What follows belongs to an exercise in optimizing a design on an open flow for small area, a short achievable clock period and few clock cycles; a production flow would make more cautious choices.
Where RTL was checked, it was by simulation tests only, not by an equivalence proof against the original.
No activity file was given, so power comes from the tool's default toggle rates.

== zinc ==
==> module huffman, before the edit <==
module huffman(clk, reset, gray_data, gray_valid, CNT_valid, CNT1, CNT2, CNT3, CNT4, CNT5, CNT6,
    code_valid, HC1, HC2, HC3, HC4, HC5, HC6, M1, M2, M3, M4, M5, M6);
input clk;
input reset;
input gray_valid;
input [2:0] gray_data;
output reg CNT_valid;
output [7:0] CNT1, CNT2, CNT3, CNT4, CNT5, CNT6;
output reg code_valid;
output [7:0] HC1, HC2, HC3, HC4, HC5, HC6;
output [7:0] M1, M2, M3, M4, M5, M6;
reg        rq;                   
reg        mg;                   
reg        ph;                   
reg [6:1]  sa, sb;               
reg [6:0]  w   [1:6];            
reg [5:1]  mem [2:6];            
reg [4:0]  hc  [1:6];            
reg [4:1]  m   [1:6];            
integer i, j;
reg  [6:1] v;                    
always @(*) begin
	v[6] = 1'b1;
	for (i = 1; i <= 5; i = i + 1) begin
		v[i] = 1'b1;
		for (j = i + 1; j <= 6; j = j + 1)
			v[i] = v[i] & !mem[j][i];
	end
end
function inset;
	input integer i, s;
	begin
		inset = (s < i) ? mem[i][s] : 1'b0;
	end
endfunction
function lt7;
	input [6:0] a, b;
	integer n;
	reg br;
	begin
		br = 1'b0;
		for (n = 0; n < 7; n = n + 1)
			br = (~a[n] & b[n]) | (~a[n] & br) | (b[n] & br);
		lt7 = br;
	end
endfunction
reg [6:1] sm [1:6];
always @(*) begin
	for (i = 1; i <= 6; i = i + 1)
		sm[i][i] = 1'b0;
	for (i = 1; i <= 6; i = i + 1)
		for (j = i + 1; j <= 6; j = j + 1) begin
			sm[j][i] = v[i] && (!v[j] || lt7(w[i], w[j]));
			sm[i][j] = !sm[j][i];
		end
end
reg [6:1] r0, r1, dec;
always @(*) begin
	for (i = 1; i <= 6; i = i + 1) begin
		r0[i] = (sm[i] == 6'd0);
		r1[i] = (sm[i] != 6'd0) && ((sm[i] & (sm[i] - 6'd1)) == 6'd0);
		dec[i] = gray_valid && !reset && (gray_data == i);
	end
end
reg [6:0] wa, wb;
reg [6:1] sab, lo, in_a, in_ab, m0;
always @(*) begin
	wa = 7'd0;
	wb = 7'd0;
	sab = sa | sb;
	for (i = 1; i <= 6; i = i + 1) begin
		if (sa[i]) wa = wa | w[i];
		if (sb[i]) wb = wb | w[i];
		lo[i] = 1'b0;
		for (j = i + 1; j <= 6; j = j + 1)
			lo[i] = lo[i] | (sab[i] & sab[j]);
	end
	for (j = 1; j <= 6; j = j + 1) begin
		in_a[j]  = sa[j];
		in_ab[j] = sab[j];
		for (i = j + 1; i <= 6; i = i + 1) begin
			in_a[j]  = in_a[j]  | (sa[i]  & inset(i, j));
			in_ab[j] = in_ab[j] | (sab[i] & inset(i, j));
		end
	end
	for (i = 1; i <= 6; i = i + 1) begin
		m0[i] = !v[i];
		for (j = 1; j < i; j = j + 1)
			m0[i] = m0[i] | inset(i, j);
	end
end
wire [6:0] wsum = wa + wb + {6'd0, !mg};
wire wen = !mg || ph;
wire done = (v[5:1] == 5'd0);
assign CNT1 = {1'b0, w[1]};
assign CNT2 = {1'b0, w[2]};
assign CNT3 = {1'b0, w[3]};
assign CNT4 = {1'b0, w[4]};
assign CNT5 = {1'b0, w[5]};
assign CNT6 = {1'b0, w[6]};
assign HC1 = {3'd0, hc[1]};
assign HC2 = {3'd0, hc[2]};
assign HC3 = {3'd0, hc[3]};
assign HC4 = {3'd0, hc[4]};
assign HC5 = {3'd0, hc[5]};
assign HC6 = {3'd0, hc[6]};
assign M1 = {3'd0, m[1], 1'b1};
assign M2 = {3'd0, m[2], 1'b1};
assign M3 = {3'd0, m[3], 1'b1};
assign M4 = {3'd0, m[4], 1'b1};
assign M5 = {3'd0, m[5], 1'b1};
assign M6 = {3'd0, m[6], 1'b1};
always @(posedge clk) begin
	rq <= reset;
	if (reset) begin
		mg <= 1'b0;
		ph <= 1'b0;
	end else begin
		mg <= mg || (!gray_valid && sa != 6'd0);
		ph <= mg && !ph && !done;
	end
	CNT_valid <= !reset && !mg && !gray_valid && sa != 6'd0;
	code_valid <= !reset && mg && (done || (ph && v[5:1] == lo[5:1]));
	sa <= (mg && !reset) ? r0 : dec;
	sb <= (mg && !reset) ? r1 : 6'd0;
end
always @(posedge clk) begin
	for (i = 1; i <= 6; i = i + 1) begin
		if (rq)
			w[i] <= 7'd0;
		else if (wen && sab[i])
			w[i] <= wsum;
		for (j = 1; j < i; j = j + 1)
			if (rq)
				mem[i][j] <= 1'b0;
			else if (ph && sab[i] && in_ab[j])
				mem[i][j] <= 1'b1;
		if (rq) begin
			m[i]  <= 4'd0;
			hc[i] <= 5'd0;
		end else if (ph && in_ab[i]) begin
			m[i]  <= m[i] | {m[i][3:1], m0[i]};
			hc[i] <= hc[i] | ({5{in_a[i]}} & {m[i][3:1], m0[i], 1'b1} & ~{m[i], m0[i]});
		end
	end
end
endmodule
==> flow/config.mk <==
export PLATFORM = sky130hd
export DESIGN_NAME = huffman
export DESIGN_NICKNAME = huffman
export VERILOG_FILES = /design/flow/design.v
export SDC_FILE = /design/flow/constraint.sdc
export NUM_CORES = 4
export LEC_CHECK = 0
export ABC_CLOCK_PERIOD_IN_PS = 2800
export CAP_MARGIN = 20
export CORE_MARGIN = 2
export CORE_UTILIZATION = 40
export SLEW_MARGIN = 20
==> flow/constraint.sdc <==
create_clock -name core_clock -period 9.0 [get_ports {clk}]
set_input_delay 1.8000 -clock core_clock [delete_from_list [all_inputs] [get_ports {clk}]]
set_output_delay 1.8000 -clock core_clock [all_outputs]
set_load 0.01 [all_outputs]
standard.sh (not shown) runs the stock make flow with config.mk's settings and CLKGATE_MAP_FILE= SYNTH_SCRIPT=/design/flow/synth_recipe.tcl, a recipe that flattens the netlist after the stock synthesis.
==> flow/flow/run.sh <==
#!/bin/bash
# The standard layout, with each port buffered by a plain buffer (buf_2) instead of the
# delay-cell buffer buffer_ports picks by default, a clock tree of fewer, larger clusters
# without dummy loads, and timing repair aimed at a 2.8 ns period.
# Full make output goes to flow.log here; each ORFS step's log is under orfs/logs/.
set -euo pipefail
export BUFFER_PORTS_ARGS="-buffer_cell sky130_fd_sc_hd__buf_2"
export CTS_ARGS="-sink_clustering_enable -repair_clock_nets -sink_clustering_size 30 -sink_clustering_max_diameter 100 -buf_list sky130_fd_sc_hd__clkbuf_8 -dont_use_dummy_load"
bash standard.sh SETUP_SLACK_MARGIN=6.2 finish > flow.log 2>&1
The final layout from zinc, which completed every stage, passed the timing, DRC and antenna checks at the end of the flow.
Testbench counts of zinc, summed over its fixed seeds: cycles 27,112.
Modified inputs, tundra compared to zinc
diff --git a/flow/design.v b/flow/design.v
--- a/flow/design.v
+++ b/flow/design.v
@@ -11,25 +11,18 @@
 output [7:0] M1, M2, M3, M4, M5, M6;
 reg        rq;                   
 reg        mg;                   
 reg        ph;                   
 reg [6:1]  sa, sb;               
 reg [6:0]  w   [1:6];            
+reg [5:1]  vr;                   
 reg [5:1]  mem [2:6];            
 reg [4:0]  hc  [1:6];            
 reg [4:1]  m   [1:6];            
 integer i, j;
-reg  [6:1] v;                    
-always @(*) begin
-	v[6] = 1'b1;
-	for (i = 1; i <= 5; i = i + 1) begin
-		v[i] = 1'b1;
-		for (j = i + 1; j <= 6; j = j + 1)
-			v[i] = v[i] & !mem[j][i];
-	end
-end
+wire [6:1] v = {1'b1, vr};
 function inset;
 	input integer i, s;
 	begin
 		inset = (s < i) ? mem[i][s] : 1'b0;
 	end
 endfunction
@@ -88,13 +81,13 @@
 		for (j = 1; j < i; j = j + 1)
 			m0[i] = m0[i] | inset(i, j);
 	end
 end
 wire [6:0] wsum = wa + wb + {6'd0, !mg};
 wire wen = !mg || ph;
-wire done = (v[5:1] == 5'd0);
+wire done = (vr == 5'd0);
 assign CNT1 = {1'b0, w[1]};
 assign CNT2 = {1'b0, w[2]};
 assign CNT3 = {1'b0, w[3]};
 assign CNT4 = {1'b0, w[4]};
 assign CNT5 = {1'b0, w[5]};
 assign CNT6 = {1'b0, w[6]};
@@ -117,22 +110,28 @@
 		ph <= 1'b0;
 	end else begin
 		mg <= mg || (!gray_valid && sa != 6'd0);
 		ph <= mg && !ph && !done;
 	end
 	CNT_valid <= !reset && !mg && !gray_valid && sa != 6'd0;
-	code_valid <= !reset && mg && (done || (ph && v[5:1] == lo[5:1]));
+	code_valid <= !reset && mg && (done || (ph && vr == lo[5:1]));
 	sa <= (mg && !reset) ? r0 : dec;
 	sb <= (mg && !reset) ? r1 : 6'd0;
 end
 always @(posedge clk) begin
 	for (i = 1; i <= 6; i = i + 1) begin
 		if (rq)
 			w[i] <= 7'd0;
 		else if (wen && sab[i])
 			w[i] <= wsum;
+		if (i <= 5) begin
+			if (rq)
+				vr[i] <= 1'b1;
+			else if (ph && lo[i])
+				vr[i] <= 1'b0;
+		end
 		for (j = 1; j < i; j = j + 1)
 			if (rq)
 				mem[i][j] <= 1'b0;
 			else if (ph && sab[i] && in_ab[j])
 				mem[i][j] <= 1'b1;
 		if (rq) begin
Delta (tundra minus zinc): count of state elements after synthesis shows an increase of 3.9%, post-layout total power shows an increase of about 1.4%, area of the multi-input gates shows an increase of 24 sq um, worst setup slack shows a reduction of 21 ps, routed length on met3 shows an increase of 640 um. On post-route fraction of the period consumed by the critical path: between zinc and tundra, it ends up higher for tundra. Compared with zinc, in tundra wire length of the first global-routing pass shows no meaningful change, transition time of the tightest slew-check pin lower, register fraction of the total cell area moved up, adder-cell share of the synthesized area fell 1.0 points, share of power burned in combinational logic fell by 0.9 points. zinc → tundra: fmax fell by 0.76%; routed wire length rose by about 2%.
For tundra, only the layout was checked, not whether the RTL still works.

## re-timing with driven ports
No port has a modelled driver above. Below, the same layouts with a new extraction and two added sets of constraints. Step 1 sets driving cells, clkbuf_16 on the clock port and buf_2 on the other inputs (assumed; they add their load-dependent delay and slew). Step 2 moves the port delays by t, midway between the first and last clock arrival at a register: inputs arrive t later, outputs are due t later. That takes back most of the time a late clock gives input paths. Three values: ideal, step 1, step 2; two values: the first two.
run | shift t [ns] | slack for setup (ns) | clock arrival spread, ns
zinc | 0.474 | 6.231 / 6.197 / 5.965 | 0.031 / 0.030
tundra | 0.476 | 6.210 / 6.170 / 5.949 | 0.026 / 0.027
After both steps setup and hold are still met in every run listed. The setup slack of zinc, which loses most, moves by -0.034 ns with the drivers and by -0.266 ns with both steps.
